Background: an optimization exercise with open tools, aiming at small area. Do not read the settings as production practice.

==> run A <==
Design design_5, start of the top module:
module design_5 #(parameter width = 8, parameter cwidth = 4)(
  input [width-1:0] OPA, OPB,
  input CLK, RST, CE, MODE, CIN,
  input [1:0] INP_VALID,
  input [cwidth-1:0] CMD,
  output reg [2*width:0] RES,
  output OFLOW,
  output COUT,
  output G,
  output L,
  output E,
  output ERR
);
export LEC_CHECK = 0
export ABC_AREA = 1
export CAP_MARGIN = 20
export CORE_MARGIN = 2
export CORE_UTILIZATION = 40
export GPL_TIMING_DRIVEN = 0
export SLEW_MARGIN = 20
export SYNTH_HIERARCHICAL = 1
export SYNTH_MINIMUM_KEEP_SIZE = 0
create_clock -name core_clock -period 8.0 [get_ports {CLK}]
standard.sh (not shown) runs the stock make flow with config.mk's settings and CLKGATE_MAP_FILE= SYNTH_SCRIPT=/design/flow/synth_recipe.tcl, a recipe that flattens the netlist after the stock synthesis.
==> flow/flow/run.sh <==
#!/bin/bash
# Layout flow: the standard flow (standard.sh) with two changes:
#  - synthesis is the standard synthesis script (synth_recipe.tcl) with only
#    the ABC mapping script replaced by flow/area.abc (area-oriented mapping);
#  - the port buffers that placement inserts use sky130_fd_sc_hd__buf_1.
# Each tool's full output goes to a log file in this folder.
set -euo pipefail
W=$(pwd)
export MY_ABC_SCRIPT="$W/flow/area.abc"
{
  cat <<'TCL'
proc abc {args} {
  set i [lsearch -exact $args -script]
  if { $i >= 0 } { lset args [expr {$i + 1}] $::env(MY_ABC_SCRIPT) }
  yosys abc {*}$args
}
TCL
  cat "$W/synth_recipe.tcl"
} > "$W/own_synth.tcl"
bash "$W/standard.sh" finish "SYNTH_SCRIPT=$W/own_synth.tcl" \
  "BUFFER_PORTS_ARGS=-buffer_cell sky130_fd_sc_hd__buf_1" > "$W/flow_make.log" 2>&1
==> flow/flow/area.abc <==
&get -n
&st
&dc2
&put
dch -f
amap
topo
==> run K (differences from run A) <==
--- a/flow/design.v
+++ b/flow/design.v
@@ -11,17 +11,17 @@
   output E,
   output ERR
 );
   localparam [4:0] C_ZERO = 5'b00000;
   localparam [4:0] C_AND  = 5'b01000, C_NAND = 5'b00111, C_OR   = 5'b01110, C_NOR = 5'b00001;
   localparam [4:0] C_XOR  = 5'b00110, C_XNOR = 5'b01001, C_NOTA = 5'b00011, C_NOTB = 5'b00101;
   localparam [4:0] C_ADD  = 5'b10000, C_ADD1 = 5'b10001, C_SUB1 = 5'b10010, C_SUB  = 5'b10011;
-  localparam [4:0] C_SADD = 5'b10100, C_SSUB = 5'b10111, C_IDA  = 5'b10110, C_IDB  = 5'b10101;
-  localparam [4:0] C_IMUL = 5'b11000, C_SMUL = 5'b11001, C_SHB  = 5'b11010, C_CMP  = 5'b11011;
-  localparam [4:0] C_ROT  = 5'b11100, C_SHA  = 5'b11110;
+  localparam [4:0] C_SADD = 5'b10100, C_IMUL = 5'b10101, C_IDA  = 5'b10110, C_SSUB = 5'b10111;
+  localparam [4:0] C_IDB  = 5'b11001, C_SHB  = 5'b11010, C_CMP  = 5'b11011;
+  localparam [4:0] C_SMUL = 5'b11100, C_ROT  = 5'b11101, C_SHA  = 5'b11110;
   reg [4:0] code;
   always @* begin
     code = C_ZERO;
     case ({INP_VALID, MODE, CMD})
       7'b11_1_0000: code = C_ADD;
       7'b11_1_0001: code = C_SUB;
       7'b11_1_0010: code = CIN ? C_ADD1 : C_ADD;
@@ -78,37 +78,40 @@
     end
   end
   wire o_add  = op == C_ADD,  o_add1 = op == C_ADD1, o_sub  = op == C_SUB,  o_sub1 = op == C_SUB1;
   wire o_sadd = op == C_SADD, o_ssub = op == C_SSUB, o_ida  = op == C_IDA,  o_idb  = op == C_IDB;
   wire o_imul = op == C_IMUL, o_smul = op == C_SMUL, o_shb  = op == C_SHB,  o_cmp  = op == C_CMP;
   wire o_rot  = op == C_ROT,  o_sha  = op == C_SHA;
   wire fgrp   = ~op[4];
+  wire agrp  = op[4] & ~op[3];
   wire sgn   = o_sadd | o_ssub;
-  wire use_a = o_add | o_add1 | o_sub | o_sub1 | sgn | o_ida | o_imul;
-  wire use_b = o_add | o_add1 | o_sub | o_sub1 | sgn | o_idb | o_imul;
-  wire inv_b = o_sub | o_sub1 | o_ssub | (o_ida & B[0]);
+  wire use_a = agrp;
+  wire use_b = (agrp & ~o_ida) | o_idb;
+  wire inv_b = (agrp & op[1] & ~o_ida) | (o_ida & B[0]);
   wire ones_a = o_idb & A[0];
   wire mul   = o_imul | o_smul;
-  wire cin   = o_add1 | o_sub | o_ssub | (o_ida & ~B[0]) | (o_idb & ~A[0]) | o_imul;
+  wire cin   = (agrp & op[0]) | (o_ida & ~B[0]) | (o_idb & ~A[0]);
   wire rot   = o_rot;
   wire sa    = o_sha | rot;             
-  wire shl   = (o_sha & B[0]) | (o_shb & A[0]);
-  wire shr   = (o_sha & ~B[0]) | (o_shb & ~A[0]);
-  wire [2:0] k = B[2:0];
+  wire xa    = o_imul | (op[4] & op[3] & op[2]);
+  wire shla  = o_sha & B[0], shra = o_sha & ~B[0];
+  wire shlb  = o_shb & A[0], shrb = o_shb & ~A[0];
+  wire shl   = shla | shlb;
+  wire shr   = shra | shrb;
   wire [7:0] oh;
   genvar gj;
   generate for (gj = 0; gj < 8; gj = gj + 1) begin : g_oh
-    if (gj == 1)      assign oh[gj] = (rot & (k == gj)) | shl;
-    else if (gj == 7) assign oh[gj] = (rot & (k == gj)) | shr;
-    else              assign oh[gj] = rot & (k == gj);
+    if (gj == 1)      assign oh[gj] = (rot & (B[2:0] == gj)) | shla;
+    else if (gj == 7) assign oh[gj] = (rot & (B[2:0] == gj)) | shra;
+    else              assign oh[gj] = rot & (B[2:0] == gj);
   end endgenerate
   wire [8:0] U = ({sgn & A[7], A} & {9{use_a}}) | {9{ones_a}};
   wire [8:0] V = ({sgn & B[7], B} & {9{use_b}}) ^ {9{inv_b}};
-  wire [7:0] X = (A & {8{mul | sa}}) | (oh & {8{o_shb}});
-  wire [7:0] Y = (B & {8{mul | o_shb}}) | (oh & {8{sa}});
+  wire [7:0] X = (A & {8{xa}}) | {shrb, 5'b0, shlb, 1'b0};
+  wire [7:0] Y = (B & {8{mul | o_shb}}) | oh;
   wire [16:0] R;      
   wire c_split;
   wire r8 = R[8] ^ c_split;
   wire pp0_0 = X[0] & Y[0];
   wire pp0_1 = X[0] & Y[1];
   wire pp0_2 = X[0] & Y[2];
   wire pp0_3 = X[0] & Y[3];
@@ -362,30 +365,30 @@
   wire eq = A == B;
   wire lt = ~gt & ~eq;
   reg [7:0] f2;
   integer i;
   always @* for (i = 0; i < 8; i = i + 1)
     f2[i] = fgrp & ((op[3] & A[i] & B[i]) | (op[2] & A[i] & ~B[i]) | (op[1] & ~A[i] & B[i]) | (op[0] & ~A[i] & ~B[i]));
   wire arith9 = o_add | o_add1 | o_sub | o_sub1 | sgn | o_ida | o_idb;
-  wire lo_en  = arith9 | rot | shl;
   wire hi_en  = rot | shr;
   wire sx     = o_sub | o_sub1 | sgn | (o_ida & B[0]) | (o_idb & A[0]);
   wire cf     = o_add | o_add1 | sgn;
-  wire [8:0] val = ({r8 & arith9, R[7:0] & {8{lo_en}}}) | {1'b0, R[15:8] & {8{hi_en}}} | {1'b0, f2};
+  wire [8:0] val = {r8 & arith9, R[7] & ~shr, R[6:0]} | {1'b0, R[15:8] & {8{hi_en}}} | {1'b0, f2};
   wire f_of = ((o_sub | o_sub1) & lt)
             | (o_sadd & (A[7] == B[7]) & (R[7] != A[7]))
             | (o_ssub & (A[7] != B[7]) & (R[7] != A[7]));
   wire cmpop = o_cmp | sgn;
   wire f_e = cmpop & eq;
   wire f_l = cmpop & lt;
   wire f_g = cmpop & gt;
   wire f_err = rot & (|B[7:3]);
-  assign enc = mul ? (o_imul ? {1'b1, R[8] & c_split, R[16:9], r8, R[7:0]}
-                             : {1'b1, c_split, R[15:8], R[7:0], 1'b0})
-                   : {2'b00, cf & r8, 1'b0, f_err, f_e, f_l, f_g, f_of, sx & r8, val};
+  assign enc[7:0]  = o_smul ? {R[6:0], 1'b0} : val[7:0];
+  assign enc[8]    = o_smul ? R[7] : r8 & (arith9 | o_imul);
+  assign enc[18:9] = mul ? (o_imul ? {1'b1, R[8] & c_split, R[16:9]} : {1'b1, c_split, R[15:8]})
+                         : {2'b00, cf & r8, 1'b0, f_err, f_e, f_l, f_g, f_of, sx & r8};
   wire m = s2[18];
   wire sext = s2[9];
   wire [7:0] hi = s2[16:9] + s2[17];
   always @* RES[16:9] = m ? hi : {8{sext}};
   assign COUT  = m ? hi[7] : s2[16];
   assign OFLOW = ~m & s2[10];
   assign G     = ~m & s2[11];
==> flow/flow/area.abc (replaced) <==
&get -n
&st
&dc2
&dch -f
&nf -a
&put
topo
GPL_TIMING_DRIVEN = not set   (was 0)
==> summary.txt <==
Status:
- The flow ran to the end and the layout has no timing, DRC or antenna violations.

Synth:
- Of the total synthesized cell area, the portion taken by full adders, half adders and majority gates is 32.0%.

Setup path:
- The critical path's largest stage delay is 0.50 ns.
- The worst-case reg-to-reg path depth is 24.

Drt:
- Dividing the detail-routed via count by the number of cells gives about 5.8.

Global routing:
- Global routing consumed, on the met2 layer, 33.0% of the routing resources.
- Entering global routing, the biggest net connects 43 pins.

Clocking:
- The number of cells upsized or downsized after cts is 0.
That was run K.
==> summary.txt <==
Status:
- The run finished with no timing, DRC or antenna violations.

Setup path:
- For this run, the slowest stage of the critical path takes 0.55 ns.
- The worst-case reg-to-reg path depth is 26.

Global routing:
- The largest net degree at the start of global routing is 31.

Synth:
- The synthesized netlist devotes roughly a third of its cell area to adder and majority cells.

Clocking:
- The number of cells upsized or downsized after cts is 16.
That was run A.
Function was not checked in any run of this note: the RTL went through the layout flow alone.

re-timing with driven ports:
In the flow no input, the clock included, has a driving cell. The finished layouts below were timed again as built, in two steps. Step 1 (the two cells are an assumption about what drives the block):
set clk [get_ports {CLK}]
set_driving_cell -lib_cell sky130_fd_sc_hd__clkbuf_16 $clk
set_driving_cell -lib_cell sky130_fd_sc_hd__buf_2 [delete_from_list [all_inputs] $clk]
Step 2 moves the port delays by t, midway between the first and last clock arrival at a register: inputs arrive t later, outputs are due t later. That takes back most of the time a late clock gives input paths. a / b / c = no drivers / after step 1 / after step 2; a / b = the first two.
run	t (ns)	setup slack, ns	hold slack, ns	latest minus earliest clock arrival (ns)	slew at the worst register clock pin (ns)
run A	0.320	0.280 / 0.280 / 0.280	0.516 / 0.516 / 0.516	0.006 / 0.005	0.06 / 0.06
run K	0.315	0.437 / 0.437 / 0.437	0.522 / 0.522 / 0.522	0.005 / 0.005	0.05 / 0.05
After both steps setup and hold are still met in every run listed.
